Background: an optimization exercise with open tools, aiming at small area. Do not read the settings as production practice.
RTL that was checked went through simulation tests only; none was proved equivalent to the original.
For run 3, only the layout was checked, not whether the RTL still works.
Power is estimated from default activity; no workload was simulated.

==> design/flow/design.v <==
`timescale 1ns / 1ps
module BandaAsamblare(clear, load, clk, A, B, operatie, Result, exp);
    input clear, load, clk;
    input wire [15:0] A, B;
    input wire operatie;
    output wire [15:0] Result;
    output wire [9:0] exp;
    wire le = load & ~clear;     
    wire hd = ~load & ~clear;    
    reg [9:0]  e0n;    
    reg [19:0] f0;     
    reg        s0;     
    reg        c0;     
    always @(posedge clk) begin
        e0n <= ~({A[14:10], B[14:10]} & {10{~clear}});
        f0  <= {A[9:0], B[9:0]};
        s0  <= A[15] ^ B[15];
        c0  <= clear;
    end
    wire le1 = le & ~c0;     
    wire [4:0] ea = ~e0n[9:5];
    wire [4:0] eb = ~e0n[4:0];
    wire gt0 = ea > eb;
    wire lt0 = eb > ea;
    wire [4:0] d0 = gt0 ? ea - eb : eb - ea;
    wire [4:0] emax0 = gt0 ? ea : (lt0 ? eb : 5'd0);
    reg       gt;
    reg [3:0] d;       
    reg [4:0] emax;
    reg [4:0] e2;
    always @(posedge clk) begin
        gt   <= gt0;
        d    <= d0[3:0] | {4{d0[4]}};
        emax <= emax0;
        e2   <= emax;
    end
    reg [19:0] f1;
    reg        s1;
    always @(posedge clk) begin
        f1 <= (f0 & {20{le1}}) | (f1 & {20{hd}});
        s1 <= (s0 & le1) | (s1 & hd);
    end
    wire [9:0]  fa = f1[19:10];
    wire [9:0]  fb = f1[9:0];
    wire [9:0]  xb = gt ? fa : fb;
    wire [10:0] sm = {1'b1, gt ? fb : fa};
    wire [10:0] sh = sm >> d;
    reg  [9:0]  x2, y2;
    reg         s2;
    always @(posedge clk) begin
        x2 <= (xb & {10{le}}) | (x2 & {10{hd}});
        y2 <= (sh[9:0] & {10{le}}) | (y2 & {10{hd}});
        s2 <= (s1 & le) | (s2 & hd);
    end
    wire [10:0] r  = operatie ? {1'b0, x2} - {1'b0, y2} : {1'b0, x2} + {1'b0, y2};
    wire [9:0]  fn = r[10] ? {1'b0, r[9:1]} : r[9:0];
    wire [4:0]  en = e2 + {4'd0, r[10]};
    reg  [14:0] m3;
    always @(posedge clk)
        m3 <= ({en, fn} & {15{le}}) | (m3 & {15{hd}});
    reg [15:0] m4, m5;
    always @(posedge clk) begin
        m4 <= ({s2, m3} & {16{le}}) | (m4 & {16{hd}});
        m5 <= (m4 & {16{le}}) | (m5 & {16{hd}});
    end
    assign Result = m5;
    assign exp = m5[9:0];
endmodule
==> design/flow/flow/run.sh <==
#!/bin/bash
# Own layout flow: the standard ORFS flow (standard.sh) with
#  - area-oriented ABC scripts and no adder-cell mapping in synthesis: synthesis is run once
#    per flow/abc_*.script (each in its own try_* folder) and the script giving the smallest
#    synthesized area is used for the layout; registers are untouched (dfflibmap runs before
#    ABC, names as in the standard synthesis),
#  - the smallest buffer (buf_1) for the port buffers,
#  - clock tree synthesis without dummy loads, clkbuf_4 leaves and a clkbuf_8 root.
# Each make run's output goes to its own log (try_*.log, flow.log); ORFS keeps each step's
# log under orfs/logs (and try_*/logs).
set -euo pipefail
W=$(pwd)
rm -rf "$W/scripts_abc"
cp -r "$FLOW_HOME/scripts" "$W/scripts_abc"

# trial syntheses
pids=()
for s in "$W"/flow/abc_*.script; do
  n=$(basename "$s" .script)
  rm -rf "$W/sd_$n" "$W/try_$n"
  cp -r "$FLOW_HOME/scripts" "$W/sd_$n"
  cp "$s" "$W/sd_$n/abc_area.script"
  sed -e "s#WORK_HOME=[^ ]*#WORK_HOME=$W/try_$n#" -e '/^if \[\[/,$d' standard.sh > "$W/try_$n.sh"
  bash "$W/try_$n.sh" SCRIPTS_DIR="$W/sd_$n" ABC_AREA=1 ADDER_MAP_FILE= synth > "$W/try_$n.log" 2>&1 &
  pids+=($!)
  if (( ${#pids[@]} >= 3 )); then wait "${pids[0]}" || true; pids=("${pids[@]:1}"); fi
done
for p in "${pids[@]}"; do wait "$p" || true; done

best=""; best_area=""
for s in "$W"/flow/abc_*.script; do
  n=$(basename "$s" .script)
  f=$(ls "$W"/try_$n/reports/*/*/*/synth_stat.txt 2>/dev/null | head -1 || true)
  [[ -n "$f" ]] || continue
  a=$(awk '/Chip area for module/ {print $NF}' "$f" | tail -1)
  echo "$n $a" >> "$W/abc_choice.log"
  if [[ -z "$best" ]] || awk -v a="$a" -v b="$best_area" 'BEGIN{exit !(a<b)}'; then best=$s; best_area=$a; fi
done
[[ -n "$best" ]] || best="$W/flow/abc_ax.script"
echo "chosen $(basename "$best") $best_area" >> "$W/abc_choice.log"
cp "$best" "$W/scripts_abc/abc_area.script"
rm -rf "$W"/sd_abc_*

CTS="-sink_clustering_enable -repair_clock_nets -dont_use_dummy_load"
CTS="$CTS -buf_list {sky130_fd_sc_hd__clkbuf_4} -root_buf sky130_fd_sc_hd__clkbuf_8"
bash standard.sh SCRIPTS_DIR="$W/scripts_abc" ABC_AREA=1 ADDER_MAP_FILE= \
  "CTS_ARGS=$CTS" \
  "BUFFER_PORTS_ARGS=-buffer_cell sky130_fd_sc_hd__buf_1" \
  finish > flow.log 2>&1
==> design/flow/flow/abc_s1.script <==
strash
dch
amap
&get -n
&st
&dch
&nf -a
&put
mfs2
strash
dch
amap
mfs2
strash
dch
amap
mfs2
strash
dch
amap
topo
==> design/flow/standard.sh <==
#!/bin/bash
# synth_recipe.tcl (not shown) runs the flow's synth.tcl, then flattens the netlist and writes it again
# the make line also repeats each setting of config.mk as NAME=value (left out here)
make -C /OpenROAD-flow-scripts/flow DESIGN_CONFIG=/design/flow/config.mk WORK_HOME=/design/flow/orfs CLKGATE_MAP_FILE= SYNTH_SCRIPT=/design/flow/synth_recipe.tcl "${@:-finish}"
==> design/flow/config.mk <==
export PLATFORM = sky130hd
export DESIGN_NAME = BandaAsamblare
export DESIGN_NICKNAME = BandaAsamblare
export VERILOG_FILES = /design/flow/design.v
export SDC_FILE = /design/flow/constraint.sdc
export NUM_CORES = 4
export LEC_CHECK = 0
export ABC_AREA = 1
export CAP_MARGIN = 20
export CORE_MARGIN = 2
export CORE_UTILIZATION = 40
export SLEW_MARGIN = 20
==> design/flow/constraint.sdc <==
create_clock -name core_clock -period 4.0 [get_ports {clk}]
set_input_delay 0.8000 -clock core_clock [delete_from_list [all_inputs] [get_ports {clk}]]
set_output_delay 0.8000 -clock core_clock [all_outputs]
set_load 0.01 [all_outputs]
==> results of run 1 <==
[repair_timing]
| item | in CTS | in global routing |
|---|---|---|
| endpoints found under the setup margin | 0 | 14 |
| endpoints found under the hold margin | 0 | 0 |
| gates resized for setup | 0 | 14 |
| hold buffers | 0 | 0 |
[per-stage QoR]
step | hold slack [ns] | instances
2_1_floorplan | 0.310 | 548
3_3_place_gp | 0.313 | 757
3_5_place_dp | 0.315 | 757
4_1_cts | 0.330 | 774
5_1_grt | 0.341 | 774
6_report | 0.324 | 774
[power by group through the flow]
stage,Clock [uW],Combinational [uW],Sequential [uW]
final,602,675,1560
after global routing,699,778,1580
after CTS,636,659,1560
after detailed placement,0,653,1590
after global placement,0,645,1590
after floorplan,0,484,1580
[cell families (layout without fill, tap and decap cells)]
logic type,after synthesis,in the layout,share of synthesized area
AO/OA/AOI/OAI,205,205,0.268
buffers and inverters,82,161,0.0705
flip-flops,136,136,0.556
AND/OR/NAND/NOR,125,125,0.106
[routing by layer]
| metal | vias to the layer above | wire (um) | GRT usage |
|---|---|---|---|
| li1 | 2109 | - | - |
| met1 | 1796 | 4980 | 0.216 |
| met2 | 71 | 4440 | 0.251 |
| met3 | 12 | 410 | 0.0566 |
| met4 | 0 | 155 | 0.0578 |
| met5 | - | 0 | 0 |
[layout by cell type (no fill, tap or decap), types with 5 or more instances in the layout]
master / Yosys / layout
nand2b_1: 10 / 10
o211ai_1: 5 / 5
buf_1: 0 / 61
clkinv_1: 72 / 71
a22o_1: 19 / 19
o21ai_0: 61 / 58
buf_4: 10 / 10
clkbuf_4: 0 / 16
a21oi_1: 26 / 23
dfxtp_1: 136 / 136
o22a_1: 10 / 10
o22ai_1: 54 / 54
o32ai_1: 11 / 11
nand2_1: 48 / 48
nor2_1: 54 / 51
[flip-flops by register name (all words and copies together), names as in the netlist]
signal and count:
f0 20, f1 20, m4 16, m5 16
m3 15, e0n 10, x2 10, y2 10
e2 5, emax 5, d 4, c0 1
gt 1, s0 1, s1 1, s2 1
[layout make-up]
class,instances,share of cell area
Tap cell,147,0.0334
Clock buffer,17,0.0243
Multi-Input combinational cell,330,0.340
Inverter,72,0.0490
Timing Repair Buffer,72,0.0588
Sequential cell,136,0.494
[critical path: stages]
cell and delay (ns):
buf_1 0.12, nor2_2 0.12, nor2_1 0.05, a21oi_1 0.17
nor2b_2 0.20, o21bai_2 0.15, a21oi_1 0.12, a21oi_1 0.16
nand2_1 0.08, o21ai_0 0.10, nand2_1 0.08, o21ai_0 0.10
nand2_1 0.09, o21ai_1 0.10, nand2_1 0.08, o21ai_0 0.10
nand2_1 0.10, o21ai_2 0.07, nand2_1 0.07, o21ai_0 0.09
nand2_1 0.06, o21ai_0 0.09, buf_4 0.17, and3_1 0.18
nand3_1 0.10, clkinv_1 0.07, nor2_1 0.04, o32ai_1 0.23
[final timing paths]
kind	cells after the start	start	slack, ns	to
max	28	operatie	0.44	m3[14]
max reg2reg	28	y2[1]	0.51	m3[14]
min	0	emax[4]	0.32	e2[4]
min reg2reg	0	emax[4]	0.32	e2[4]
==> impl_metrics.env, run 1 <==
export IMPL_status="no timing/DRC/antenna violations"
export IMPL_n_fill_cell=1162
export IMPL_grt_max_degree=49
export IMPL_start_util=0.410
export IMPL_slew_violations=0
export IMPL_cts_sinks=136
export IMPL_antenna_found_initial=0
export IMPL_syn_area_per_cell_um2=8.94
export IMPL_critical_path_class="in2reg"
export IMPL_synth_commonest_cells="136 x dfxtp_1, 72 x clkinv_1, 61 x o21ai_0"
export IMPL_cts_max_path_buffers=2
export IMPL_cts_clk_slew_worst_paths_ns=0.12
export IMPL_seq_area_mm2=0.00272
export IMPL_yosysSeqAreaShare=0.556
export IMPL_setup_slack_ns=0.438
export IMPL_rows=40
export IMPL_place_hpwl_um=6790
export IMPL_worst_skew_pair_late_latency_ns=0.43
export IMPL_setup_viol=0
export IMPL_seqPwrFrac=0.550
export IMPL_worst_pin_slew_ns=0.723
export IMPL_hold_viol=0
export IMPL_totalWireLength_um=9990
export IMPL_cap_viol_max_count=0
export IMPL_leakage_uw=0.00194
export IMPL_viasPerCell=5.15
export IMPL_drtIter0Drc=227
export IMPL_power_density_mw_per_mm2=515
export IMPL_cp_max_fo=5
export IMPL_gp_congestion=0.893
export IMPL_synthFlopType="dfxtp_1"
export IMPL_place_ws_ns=-0.127
export IMPL_synth_area_leaders="dfxtp_1 56%, o22ai_1 6.9%, o21ai_0 6.2%, clkinv_1 5.5%, nor2_1 4.1%"
export IMPL_clockPowerShare=0.212
export IMPL_cts_tree="built"
export IMPL_multi_input_area_mm2=0.00188
export IMPL_cts_max_level=4
export IMPL_drc_errors=0
export IMPL_num_antenna_cells=0
export IMPL_vdd_drop_max_uv=225
export IMPL_syn_area_mm2=0.00490
export IMPL_drive_above_1_share=0.0638
export IMPL_sw_frac_of_total=0.308
export IMPL_post_route_util=0.461
export IMPL_grt_pass1_wl_um=16900
export IMPL_ant_nets=0
export IMPL_min_path_type="reg2reg"
export IMPL_cts_root_buf="clkbuf_8"
export IMPL_cts_buffers_inserted=17
export IMPL_cts_setup_buffers=0
export IMPL_die_x_um=115
export IMPL_grt_overflow_total=0
export IMPL_final_area_mm2=0.00551
export IMPL_fin_worst_skew_ns=0.0412
export IMPL_place_area_mm2=0.00534
export IMPL_fmaxAchievable_mhz=281
export IMPL_vias=3988
export IMPL_grtUsageTotal=0.164
export IMPL_yosys_warnings=1
export IMPL_drtPass1Iterations=4
export IMPL_avgRoutedWirePerCell_um=12.9
export IMPL_syn_to_final_growth_pct=12.4
export IMPL_synth_fp_nets=584
export IMPL_p_comb_frac=0.238
export IMPL_synth_top_cell_by_area="dfxtp_1"
export IMPL_numPortBuffers=61
export IMPL_slew_limit_headroom=0.513
export IMPL_p_int_uw=1960
export IMPL_cp_end_kind="flip-flop"
export IMPL_dieHeight_um=115
export IMPL_cp_start_kind="primary input"
export IMPL_nets=665
export IMPL_synth_edff_count=0
export IMPL_fin_crit_sh=0.890
export IMPL_grt_pass1_vias=3594
export IMPL_fin_crit_ns=3.56
export IMPL_synth_top_area_frac=0.556
export IMPL_dieArea_mm2=0.0132
export IMPL_worstPathArrival_ns=3.91
export IMPL_io_pins=62
export IMPL_switching_power_uw=873
export IMPL_setup_tns_ns=0
export IMPL_power_total_uw=2840
export IMPL_syn_inst=548
export IMPL_synthArstFlopShare=0
export IMPL_synth_most_common_cell="dfxtp_1"
export IMPL_cp_required_ns=4.35
export IMPL_design_core_area_mm2=0.0120
export IMPL_synth_distinct_cells=32
export IMPL_ys_ff_latch=136
==> run 2, diff against run 1 <==
==> design/flow/flow/abc_q2.script (new file) <==
strash
dch
amap
&get -n
&st
&dch
&nf -a
&put
mfs2
strash
dch
amap
mfs2
strash
dch
amap
mfs2
strash
dch
amap
mfs2
strash
dch
amap
topo
removed: design/flow/flow/abc_s1.script
==> run 2 against run 1 <==
Effect of this change: die area barely moved; wire length grew 0.92%; area after synthesis rose by 0.10%; sequential power is essentially flat; global-route usage down 0.12 points; clock skew fell by 0.0092 ns; sequential cell count did not move; non-clock buffer count increased by 6; fmax decreased by 1.8%; clock-buffer cell count stayed put; synthesized cell count is 0.36% higher.
==> impl_metrics.env, run 2 <==
export IMPL_gp_congestion=0.873
export IMPL_synth_most_common_cell="dfxtp_1"
export IMPL_die_x_um=115
export IMPL_hold_viol=0
export IMPL_drc_errors=0
export IMPL_io_pins=62
export IMPL_wl_met2_um=4620
export IMPL_rows=40
export IMPL_vdd_drop_max_uv=204
export IMPL_grt_max_degree=41
export IMPL_cts_setup_buffers=0
export IMPL_cts_max_level=4
export IMPL_power_density_mw_per_mm2=515
export IMPL_setup_slack_ns=0.372
export IMPL_synth_top_cell_by_area="dfxtp_1"
export IMPL_synthArstFlopShare=0
export IMPL_synth_area_leaders="dfxtp_1 55%, o22ai_1 6.9%, o21ai_0 5.8%, clkinv_1 5.7%, nor2_1 4.4%"
export IMPL_design_core_area_mm2=0.0120
export IMPL_cts_sinks=136
export IMPL_avgRoutedWirePerCell_um=12.9
export IMPL_worst_skew_pair_late_latency_ns=0.42
export IMPL_cp_end_kind="flip-flop"
export IMPL_synth_commonest_cells="136 x dfxtp_1, 74 x clkinv_1, 57 x nor2_1, 57 x o21ai_0, 54 x o22ai_1"
export IMPL_syn_area_per_cell_um2=8.92
export IMPL_wl_met1_um=4820
export IMPL_totalWireLength_um=10100
export IMPL_slew_violations=0
export IMPL_cts_max_path_buffers=2
export IMPL_nets=673
export IMPL_cts_buffers_inserted=17
export IMPL_fin_worst_skew_ns=0.0320
export IMPL_grtUsageTotal=0.163
export IMPL_fin_crit_sh=0.907
export IMPL_cap_viol_max_count=0
export IMPL_yosys_warnings=1
export IMPL_top_regs="f0: 20 flops, f1: 20 flops"
export IMPL_cts_root_buf="clkbuf_8"
export IMPL_drtIter0Drc=179
export IMPL_ys_ff_latch=136
export IMPL_setup_viol=0
export IMPL_leakage_uw=0.00197
export IMPL_ant_nets=0
export IMPL_min_path_type="reg2reg"
export IMPL_fmaxAchievable_mhz=276
export IMPL_cp_required_ns=4.31
export IMPL_dieArea_mm2=0.0132
export IMPL_dr_max_layer_used="met4"
export IMPL_worst_pin_slew_ns=0.570
export IMPL_hold_depth=0
export IMPL_r2r_cells=25
export IMPL_synth_top_area_frac=0.555
export IMPL_start_util=0.408
export IMPL_fin_crit_ns=3.63
export IMPL_critical_path_class="in2reg"
export IMPL_place_hpwl_um=7120
export IMPL_status="no timing/DRC/antenna violations"
export IMPL_cp_max_fo=4
export IMPL_drtPass1Iterations=6
export IMPL_dieHeight_um=115
export IMPL_synth_fp_nets=586
export IMPL_grt_pass1_vias=3525
export IMPL_grt_pass1_wl_um=16500
export IMPL_synth_edff_count=0
export IMPL_syn_to_final_growth_pct=13.9
export IMPL_cts_tree="built"
export IMPL_place_ws_ns=-0.239
export IMPL_syn_inst=550
export IMPL_numPortBuffers=61
export IMPL_power_total_uw=2880
export IMPL_num_antenna_cells=0
export IMPL_layout_cells_most_common="dfxtp_1"
export IMPL_drive_above_1_share=0.0850
export IMPL_grt_setup_unrepaired="yes"
export IMPL_vias=3983
export IMPL_final_cell_mix="136 x dfxtp_1, 72 x clkinv_1, 61 x buf_1"
export IMPL_antenna_found_initial=0
export IMPL_syn_area_mm2=0.00491
export IMPL_cts_clk_slew_worst_paths_ns=0.10
export IMPL_dr_wl_met3_um=511
export IMPL_cp_start_kind="primary input"
export IMPL_grt_overflow_total=0
export IMPL_synthFlopType="dfxtp_1"
export IMPL_yosysSeqAreaShare=0.555
export IMPL_worstPathArrival_ns=3.94
export IMPL_synth_distinct_cells=28
export IMPL_viasPerCell=5.09
export IMPL_slew_limit_headroom=0.618
==> run 2: final timing paths <==
| path | slack, ns | start | end |
|---|---|---|---|
| setup / recovery | 0.37 | operatie | m3[14] |
| hold / removal | 0.32 | emax[4] | e2[4] |
| setup reg to reg | 0.42 | y2[1] | m3[14] |
| hold reg to reg | 0.32 | emax[4] | e2[4] |
==> run 2: critical path, cell delays in order <==
cell and delay (ns):
buf_1 0.12, nor2_1 0.13, nor2_1 0.05, a21oi_1 0.15, nor2b_2 0.18, o21bai_1 0.14
a21oi_1 0.11, a21oi_1 0.16, nand2_1 0.08, o21ai_0 0.10, nand2_1 0.09, o21ai_0 0.10
nand2_1 0.08, o21ai_0 0.11, nand2_1 0.12, o21ai_2 0.07, nand2_1 0.07, o21ai_0 0.10
nand2_1 0.11, o21ai_2 0.08, nand2_1 0.08, o21ai_2 0.09, and2_4 0.17, and3_2 0.19
and2_1 0.16, nor2_1 0.05, o32ai_1 0.24
==> run 2: cells by family (layout without fill, tap and decap cells) <==
group,after synthesis,count (layout),synth area share
buffers and inverters,84,169,0.0719
flip-flops,136,136,0.555
AND/OR/NAND/NOR,135,135,0.118
AO/OA/AOI/OAI,195,195,0.255
==> run 2: layout make-up <==
| type | instances | area (um2) |
|---|---|---|
| Fill cell | 1192 | 6420 |
| Sequential cell | 136 | 2720 |
| Multi-Input combinational cell | 330 | 1910 |
| Timing Repair Buffer | 78 | 357 |
| Inverter | 74 | 278 |
| Tap cell | 147 | 184 |
| Clock buffer | 17 | 134 |
==> run 2: power by group <==
part           leakage [uW]  switching (uW)  total, uW  internal (uW)
Combinational      0.000770             429        718            289
Clock             0.0000808             396        604            208
Sequential          0.00112            65.8       1550           1490
Total               0.00197             891       2880           1980
==> run 2: routing by layer <==
layer  track usage  vias up
met2         0.255       92
li1              -     2118
met1         0.209     1760
met5             0        -
met3        0.0459       13
met4        0.0747        0
==> run 2: stage by stage <==
stage | utilization | std cells | TNS [ns] | hold WS (ns) | cell area, um2
after floorplan | - | 550 | 0 | 0.310 | 4910
after global placement | 0.447 | 765 | -0.385 | 0.313 | 5370
after detailed placement | 0.447 | 765 | -1.83 | 0.314 | 5370
after CTS | 0.459 | 782 | 0 | 0.318 | 5510
after global routing | 0.465 | 782 | -0.0433 | 0.336 | 5590
final | 0.465 | 782 | 0 | 0.320 | 5590
==> run 2: what timing repair did <==
item	in CTS	in global routing
resized for setup	0	28
setup endpoints to repair	0	15
hold buffers	0	0
==> run 3, diff against run 2 <==
--- a/design/flow/design.v
+++ b/design/flow/design.v
@@ -53,5 +53,14 @@
         s2 <= (s1 & le) | (s2 & hd);
     end
-    wire [10:0] r  = operatie ? {1'b0, x2} - {1'b0, y2} : {1'b0, x2} + {1'b0, y2};
+    wire [9:0]  yb = y2 ^ {10{operatie}};
+    wire [10:0] cy;
+    wire [10:0] r;
+    assign cy[0] = operatie;
+    genvar gi;
+    generate for (gi = 0; gi < 10; gi = gi + 1) begin : rc
+        assign r[gi]    = x2[gi] ^ yb[gi] ^ cy[gi];
+        assign cy[gi+1] = (x2[gi] & yb[gi]) | (cy[gi] & (x2[gi] ^ yb[gi]));
+    end endgenerate
+    assign r[10] = cy[10] ^ operatie;
     wire [9:0]  fn = r[10] ? {1'b0, r[9:1]} : r[9:0];
     wire [4:0]  en = e2 + {4'd0, r[10]};
==> design/flow/flow/abc_a3.script (new file) <==
strash
dch
amap
mfs2
strash
dch
amap
mfs2
strash
dch
amap
==> design/flow/flow/abc_ax.script (new file) <==
strash
dch
amap
&get -n
&st
&dch
&nf -a
&put
mfs2
strash
dch
amap
topo
stime -c
==> design/flow/flow/abc_h1.script (new file) <==
strash
dc2
dch -f
amap
mfs2
strash
dc2
dch -f
amap
mfs2
strash
dch -f
amap
topo
==> design/flow/flow/abc_m3.script (new file) <==
strash
dch
amap
&get -n
&st
&dch
&nf -a
&put
mfs2
strash
dch
amap
mfs2
strash
dch
amap
topo
==> design/flow/flow/abc_s1.script (new file) <==
strash
dch
amap
&get -n
&st
&dch
&nf -a
&put
mfs2
strash
dch
amap
mfs2
strash
dch
amap
mfs2
strash
dch
amap
topo
==> design/flow/flow/abc_s4.script (new file) <==
strash
&get -n
&st
&synch2
&nf -a
&put
mfs2
strash
dch
amap
mfs2
strash
dch
amap
topo
==> run 3 against run 2 <==
Effect of this change: still clean on timing, DRC and antenna; area after synthesis is 0.38% higher; register-to-register slack better by 0.12 ns; utilization grew 0.23 points; largest cell class unchanged.
==> impl_metrics.env, run 3 <==
export IMPL_cts_max_path_buffers=2
export IMPL_cts_tree="built"
export IMPL_yosysSeqAreaShare=0.553
export IMPL_synth_top_cell_by_area="dfxtp_1"
export IMPL_syn_area_per_cell_um2=8.66
export IMPL_synthFlopType="dfxtp_1"
export IMPL_slew_limit_headroom=0.361
export IMPL_grtUsageMet2=0.262
export IMPL_cap_viol_max_count=0
export IMPL_top_regs="f0: 20 flops, f1: 20 flops"
export IMPL_synth_edff_count=0
export IMPL_yosys_warnings=1
export IMPL_dieHeight_um=115
export IMPL_vias=4060
export IMPL_power_density_mw_per_mm2=461
export IMPL_die_x_um=115
export IMPL_cts_root_buf="clkbuf_8"
export IMPL_worstPathArrival_ns=3.97
export IMPL_drtPass1Iterations=4
export IMPL_synthArstFlopShare=0
export IMPL_grtUsageTotal=0.164
export IMPL_drc_errors=0
export IMPL_slowest_delay_ns=0.22
export IMPL_synth_fp_nets=605
export IMPL_hold_end="e2[0]"
export IMPL_reg2reg_from="y2[1]"
export IMPL_design_core_area_mm2=0.0120
export IMPL_r2r_slack_ns=0.54
export IMPL_num_antenna_cells=0
export IMPL_fin_crit_sh=0.910
export IMPL_syn_inst=569
export IMPL_place_ws_ns=-0.349
export IMPL_ys_ff_latch=136
export IMPL_avgRoutedWirePerCell_um=12.3
export IMPL_grt_overflow_total=0
export IMPL_dieArea_mm2=0.0132
export IMPL_io_pins=62
export IMPL_cp_end_kind="flip-flop"
export IMPL_vdd_drop_max_uv=216
export IMPL_setup_viol=0
export IMPL_fmaxAchievable_mhz=275
export IMPL_slew_violations=0
export IMPL_hold_viol=0
export IMPL_r2r_cells=28
export IMPL_r2r_end="m3[14]"
export IMPL_rows=40
export IMPL_antenna_found_initial=0
export IMPL_critical_path_class="in2reg"
export IMPL_n_fill_cell=1204
export IMPL_leakage_uw=0.00199
export IMPL_start_util=0.410
export IMPL_use_met1=0.204
export IMPL_cp_required_ns=4.33
export IMPL_cts_sinks=136
export IMPL_synth_distinct_cells=28
export IMPL_cp_slowest_cell="o32ai_2"
export IMPL_fin_worst_skew_ns=0.0235
export IMPL_numPortBuffers=61
export IMPL_final_cell_mix="136 x dfxtp_1, 90 x clkinv_1, 63 x nor2_1"
export IMPL_drtIter0Drc=197
export IMPL_totalWireLength_um=9920
export IMPL_drive_above_1_share=0.0807
export IMPL_setup_slack_ns=0.360
export IMPL_worst_skew_pair_late_latency_ns=0.42
export IMPL_grt_use_met3=0.0554
export IMPL_cp_start_kind="primary input"
export IMPL_ant_nets=0
export IMPL_hold_depth=0
export IMPL_place_hpwl_um=6850
export IMPL_dpl_cell_count=784
export IMPL_status="no timing/DRC/antenna violations"
export IMPL_final_cell_count_no_fill=804
export IMPL_synth_commonest_cells="136 x dfxtp_1, 92 x clkinv_1, 66 x nor2_1"
export IMPL_grt_busiest_layer="met2"
export IMPL_cts_max_level=4
export IMPL_viasPerCell=5.05
export IMPL_hold_start="emax[0]"
export IMPL_grt_pass1_vias=3687
export IMPL_syn_area_mm2=0.00492
export IMPL_cp_max_fo=4
export IMPL_gp_congestion=0.824
export IMPL_grt_max_degree=56
export IMPL_worst_pin_slew_ns=0.948
export IMPL_synth_top_area_frac=0.553
export IMPL_min_path_type="reg2reg"
export IMPL_synth_most_common_cell="dfxtp_1"
export IMPL_hold_buffers=0
export IMPL_syn_to_final_growth_pct=14.0
export IMPL_fin_crit_ns=3.64
export IMPL_cts_clk_slew_worst_paths_ns=0.10
export IMPL_synth_area_leaders="dfxtp_1 55%, o22ai_1 8.1%, clkinv_1 7.0%, o21ai_0 5.2%, nor2_1 5.0%"
export IMPL_nets=695
export IMPL_layout_cells_most_common="dfxtp_1"
export IMPL_grt_pass1_wl_um=17000
export IMPL_crit_top_cell="nand2_1"
export IMPL_cts_buffers_inserted=17
run 3: cell types whose count changed after synthesis, sizes merged, moves of 6 or more:
cell | previous run | this run
o22ai | 54 | 64
nand2 | 45 | 53
clkinv | 74 | 92
o32ai | 12 | 22
o21ai | 57 | 51
o22a | 10 | 0
a22o | 19 | 3
o21a | 0 | 7
nor2 | 57 | 66
run 3: how the worst max path moves through the flow:
stage	start	slack (ns)	endpoint
floorplan	operatie	0.08	m3[13]
global placement	operatie	-0.02	m3[14]
detailed placement	operatie	-0.35	m3[14]
CTS	operatie	0.10	m3[14]
global route	operatie	-0.03	m3[14]
finish	operatie	0.36	m3[14]
run 3: cells by family (layout without fill, tap and decap cells):
kind of cell / Yosys count / count (layout) / synth area share
buffers and inverters: 102 / 190 / 0.0854
AOI/OAI and AO/OA: 181 / 181 / 0.233
xor gates and xnor gates: 1 / 1 / 0.00178
and+or+nand+nor: 149 / 149 / 0.127
DFF: 136 / 136 / 0.553
run 3: power breakdown:
group	switching, uW	internal (uW)	total [uW]
Clock	396	208	604
Combinational	287	189	476
Sequential	59.9	1450	1510
Total	743	1850	2590
run 3: routing by layer:
| metal | share of wire | vias up | wire length, um |
|---|---|---|---|
| li1 | - | 2149 | - |
| met1 | 0.48 | 1808 | 4770 |
| met2 | 0.46 | 92 | 4520 |
| met3 | 0.051 | 11 | 507 |
| met4 | 0.013 | 0 | 125 |
| met5 | 0 | - | 0 |
run 3: final cells by class:
type / count / area (um2) / share of cell area
clock buffer: 17 / 134 / 0.0238
inverter: 92 / 350 / 0.0624
multi-input combinational: 331 / 1840 / 0.328
sequential: 136 / 2720 / 0.485
tap: 147 / 184 / 0.0328
timing repair buffer: 81 / 380 / 0.0678
run 3: metrics by stage:
| stage | hold WS (ns) | setup TNS (ns) | area (um2) | utilization | total power, uW |
|---|---|---|---|---|---|
| after global placement | 0.316 | -0.0192 | 5410 | 0.450 | 1980 |
| final | 0.311 | 0 | 5610 | 0.467 | 2590 |
| after detailed placement | 0.316 | -2.11 | 5410 | 0.450 | 1990 |
| after global routing | 0.314 | -0.0251 | 5610 | 0.467 | 2760 |
| after CTS | 0.304 | 0 | 5540 | 0.462 | 2600 |
| after floorplan | 0.310 | 0 | 4940 | - | 1850 |
run 3: repair_timing:
item | 4_1_cts | 5_1_grt
buffers inserted | 0 | 3
resized for setup | 0 | 18
endpoints found under the hold margin | 0 | 0
setup endpoints to repair | 0 | 15
run 3: worst max-delay path, delay by kind of cell:
family,cells,cell delay [ns]
compound gates,12,1.27
buf+inv,2,0.27
simple gates,15,1.64

[afterwards: timing with drivers on the ports]
In the flow no input, the clock included, has a driving cell. The finished layouts below were timed again as built, in two steps.
Step 1 sets driving cells, clkbuf_16 on the clock port and buf_2 on the other inputs (assumed; they add their load-dependent delay and slew).
Step 2 times the ports against the registers' clock, not the clock port: input delays grow and output delays shrink by t, the midpoint of the rising clock arrivals with the driver on.
Three values: ideal, step 1, step 2; two values: the first two.
run | shift t [ns] | setup WS [ns] | worst slew at a driven data input, ns
run 1 | 0.445 | 0.438 / 0.451 / 0.006 | 0.03
run 2 | 0.441 | 0.372 / 0.385 / -0.056 | 0.03
run 3 | 0.438 | 0.360 / 0.365 / -0.073 | 0.04
With both steps, setup timing fails in run 2 and run 3, where it was met with ideal ports. The setup slack of run 3, which loses most, moves by +0.005 ns with the drivers and by -0.433 ns with both steps.
